Context: an optimization exercise on an open-source flow, tuned for small area, a short achievable clock period and few clock cycles per item. The choices shown serve that exercise and are no tape-out recipe. RTL that was checked went through simulation tests only; none was proved equivalent to the original.

==> flow/design.v (excerpt) <==
module multiplyer(
    clk,
    rst_n,
    A,
    B,
    result,
    start_sig,
    done_sig
);
Size in the first run: ~1100 cells after synthesis, roughly 11000 µm² of cells after synthesis.
==> flow/config.mk <==
export PLATFORM = sky130hd
export DESIGN_NAME = multiplyer
export DESIGN_NICKNAME = multiplyer
export VERILOG_FILES = /design/flow/design.v
export SDC_FILE = /design/flow/constraint.sdc
export NUM_CORES = 4
export LEC_CHECK = 0
export CAP_MARGIN = 20
export CORE_MARGIN = 2
export CORE_UTILIZATION = 60
export CTS_BUF_LIST = sky130_fd_sc_hd__clkbuf_4 sky130_fd_sc_hd__clkbuf_8
export CTS_CLUSTER_SIZE = 30
export PLACE_DENSITY = 0.75
export SETUP_SLACK_MARGIN = 3.0
export SLEW_MARGIN = 20
==> flow/constraint.sdc <==
create_clock -name core_clock -period 8.0 [get_ports {clk}]
set_input_delay 1.6000 -clock core_clock [delete_from_list [all_inputs] [get_ports {clk}]]
set_output_delay 1.6000 -clock core_clock [all_outputs]
set_load 0.01 [all_outputs]
standard.sh (not shown) runs the stock make flow with config.mk's settings and CLKGATE_MAP_FILE= SYNTH_SCRIPT=/design/flow/synth_recipe.tcl, a recipe that flattens the netlist after the stock synthesis.
==> flow/flow/run.sh <==
#!/bin/bash
set -uo pipefail
export BUFFER_PORTS_ARGS="-buffer_cell sky130_fd_sc_hd__buf_1"
bash standard.sh synth > synth.log 2>&1 || exit 1
R=$(sed -n 's/.*WORK_HOME=\([^ ]*\).*/\1/p' standard.sh | head -1)/results/$FLOW_PLATFORM/multiplyer/base
LIB=$FLOW_HOME/platforms/$FLOW_PLATFORM/lib/sky130_fd_sc_hd__tt_025C_1v80.lib
cp $R/1_2_yosys.v yosys_orig.v
python3 flow/polopt2.py $LIB yosys_orig.v yosys_pol.v > polopt.log 2>&1
python3 flow/cutff.py yosys_orig.v orig_comb.v
python3 flow/cutff.py yosys_pol.v pol_comb.v
cat > equiv.ys <<EOS
read_liberty -ignore_miss_func $LIB
read_verilog orig_comb.v
rename $FLOW_TOP gold
read_verilog pol_comb.v
rename $FLOW_TOP gate
flatten
miter -equiv -flatten gold gate miter
hierarchy -top miter
techmap
opt -fast
aigmap
write_aiger -zinit miter.aig
EOS
ABC=$(dirname $(command -v yosys))/yosys-abc
if [ -s yosys_pol.v ] && yosys -s equiv.ys > equiv.log 2>&1 && \
   $ABC -c "read miter.aig; print_stats; iprove" > cec.log 2>&1 && \
   grep -q "^UNSATISFIABLE" cec.log; then
  cp yosys_pol.v $R/1_2_yosys.v
  rm -f $R/1_synth.odb
  echo "polarity rewrite used" >> polopt.log
else
  echo "equivalence not proven; keeping synthesized netlist" >> polopt.log
fi
bash standard.sh > standard.log 2>&1
Other scripts of this flow, unchanged in this note and not shown: flow/flow/cutff.py, flow/flow/polopt2.py
The baseline ran to the end with no violations.
Testbench counts at the start, summed over its fixed seeds: cycles 4,800, items 1,600.
==> next run, changes <==
- TNS_END_PERCENT: unset -> 20
Routed wire length rises by 1.5%.
Utilization went up by 0.19 points.
Final cell count came out lower by 0.43%.
Via count came out higher by 0.31%.
==> next run, changes <==
--- a/flow/flow/run.sh
+++ b/flow/flow/run.sh
@@ -3 +3 @@
-export BUFFER_PORTS_ARGS="-buffer_cell sky130_fd_sc_hd__buf_1"
+export BUFFER_PORTS_ARGS="-buffer_cell sky130_fd_sc_hd__buf_2"
- TNS_END_PERCENT: 20 -> unset
What happened:
- The new run produced a clean layout
- non-clock buffer count is lower by 7
- routed wire length is lower by 3.9%
- sequential share of layout area is about the same
- cell count is lower by 0.58%
- fmax is higher by 0.76%
- setup slack improves by 0.037 ns

job 5284:
Another version of the RTL of multiplyer (not shown whole).
Size: ~1100 cells after synthesis, ~62 flip-flops, roughly 100 I/O pins.
make LEC_CHECK=0 CAP_MARGIN=20 CORE_MARGIN=2 CORE_UTILIZATION=40 SLEW_MARGIN=20 finish   # period 8.0 ns
run.sh (not shown) runs the stock make flow with config.mk's settings and CLKGATE_MAP_FILE= SYNTH_SCRIPT=/design/flow/synth_recipe.tcl, a recipe that flattens the netlist after the stock synthesis.
Stock flow here: none of the scripts above is used.
Input changes introduced in job 6147 (baseline for comparison: job 5284):
Settings: setting SETUP_SLACK_MARGIN to 3.4 for the first time.
==> flow/flow/run.sh (new file) <==
#!/bin/bash
export BUFFER_PORTS_ARGS="-buffer_cell sky130_fd_sc_hd__buf_2"
bash standard.sh > standard.log 2>&1
==> flow/standard.sh (new file) <==
#!/bin/bash
# synth_recipe.tcl (not shown) runs the flow's synth.tcl, then flattens the netlist and writes it again
# the make line also repeats each setting of config.mk as NAME=value (left out here)
make -C /OpenROAD-flow-scripts/flow DESIGN_CONFIG=/design/flow/config.mk WORK_HOME=/design/flow/orfs CLKGATE_MAP_FILE= SYNTH_SCRIPT=/design/flow/synth_recipe.tcl "${@:-finish}"
removed: flow/run.sh
- Job 6147 reports its worst setup path endpoint as result[9] while job 5284 reports result[30].
- Per the comparison of job 6147 with job 5284, fmax picked up an extra 21%, minimum clock period after layout lost 0.98 ns, wire length picked up an extra 3.2%, global routing met2 resource utilization picked up an extra 0.50 points.
- Number of buffers outside the clock class in the layout was higher in the run labelled job 6147.
- Job 6147 vs. job 5284: post-placement setup slack went up by 0.70 ns.
[inputs] job 2944 vs job 6147
Settings: SETUP_SLACK_MARGIN changed from 3.4 to 3.0.
Notes after the runs:
On number of clock buffers in the layout: job 2944 sits above job 6147.
[job 2944] number of inserted diodes rose 1 relative to job 6147
The area added between synthesis and finish reported for job 2944 is smaller than that of job 6147 by 5.7 points.
The following lists how job 9832 was set up differently from job 2944:
Settings: a change of SETUP_SLACK_MARGIN from 3.0 to 3.6.
==> flow/run.sh (new file) <==
#!/bin/bash
# synth_recipe.tcl (not shown) runs the flow's synth.tcl, then flattens the netlist and writes it again
# the make line also repeats each setting of config.mk as NAME=value (left out here)
make -C /OpenROAD-flow-scripts/flow DESIGN_CONFIG=/design/flow/config.mk WORK_HOME=/design/flow/orfs CLKGATE_MAP_FILE= SYNTH_SCRIPT=/design/flow/synth_recipe.tcl finish
removed: flow/flow/run.sh
removed: flow/standard.sh
## What came out
Job 9832 against job 2944: final-layout clock-cell area share down 0.26 points, count of clock-buffer cells in the layout down 1. The lower wire length the detailed router placed on met1 of job 9832 and job 2944 is in job 2944.
No functional check of the RTL was part of any run of this note.

-- afterwards: timing with drivers on the ports --
The results above use ideal ports. As a check the final layouts listed here were re-extracted and re-timed, cells and wires unchanged.
Step 1, drivers: a clkbuf_16 drives clk and a buf_2 each remaining input, both assumed.
Step 2 adds t to the input delays and takes it off the output delays; t is the mean of the earliest and latest rising clock arrival at the registers after step 1. Input paths then give back, and output paths get back, about the clock's delay inside the block.
Three values: no drivers, after step 1, after step 2; two values: the first two.
run	t, ns	slack for setup (ns)	hold slack, ns
the first run of note 1	0.423	3.131 / 3.095 / 2.727	0.468 / 0.468 / 0.468
the second run of note 1	0.431	3.039 / 3.058 / 2.627	0.486 / 0.486 / 0.486
the third run of note 1	0.415	3.077 / 3.095 / 2.680	0.476 / 0.476 / 0.476
job 5284	0.377	2.241 / 2.197 / 2.232	0.503 / 0.503 / 0.503
job 6147	0.383	3.225 / 3.183 / 2.959	0.498 / 0.498 / 0.498
job 2944	0.389	3.136 / 3.090 / 2.858	0.505 / 0.505 / 0.505
job 9832	0.382	3.201 / 3.155 / 2.889	0.504 / 0.504 / 0.504
After both steps setup and hold are still met in every run listed. The setup slack of the second run of note 1, which loses most, moves by +0.019 ns with the drivers and by -0.412 ns with both steps.
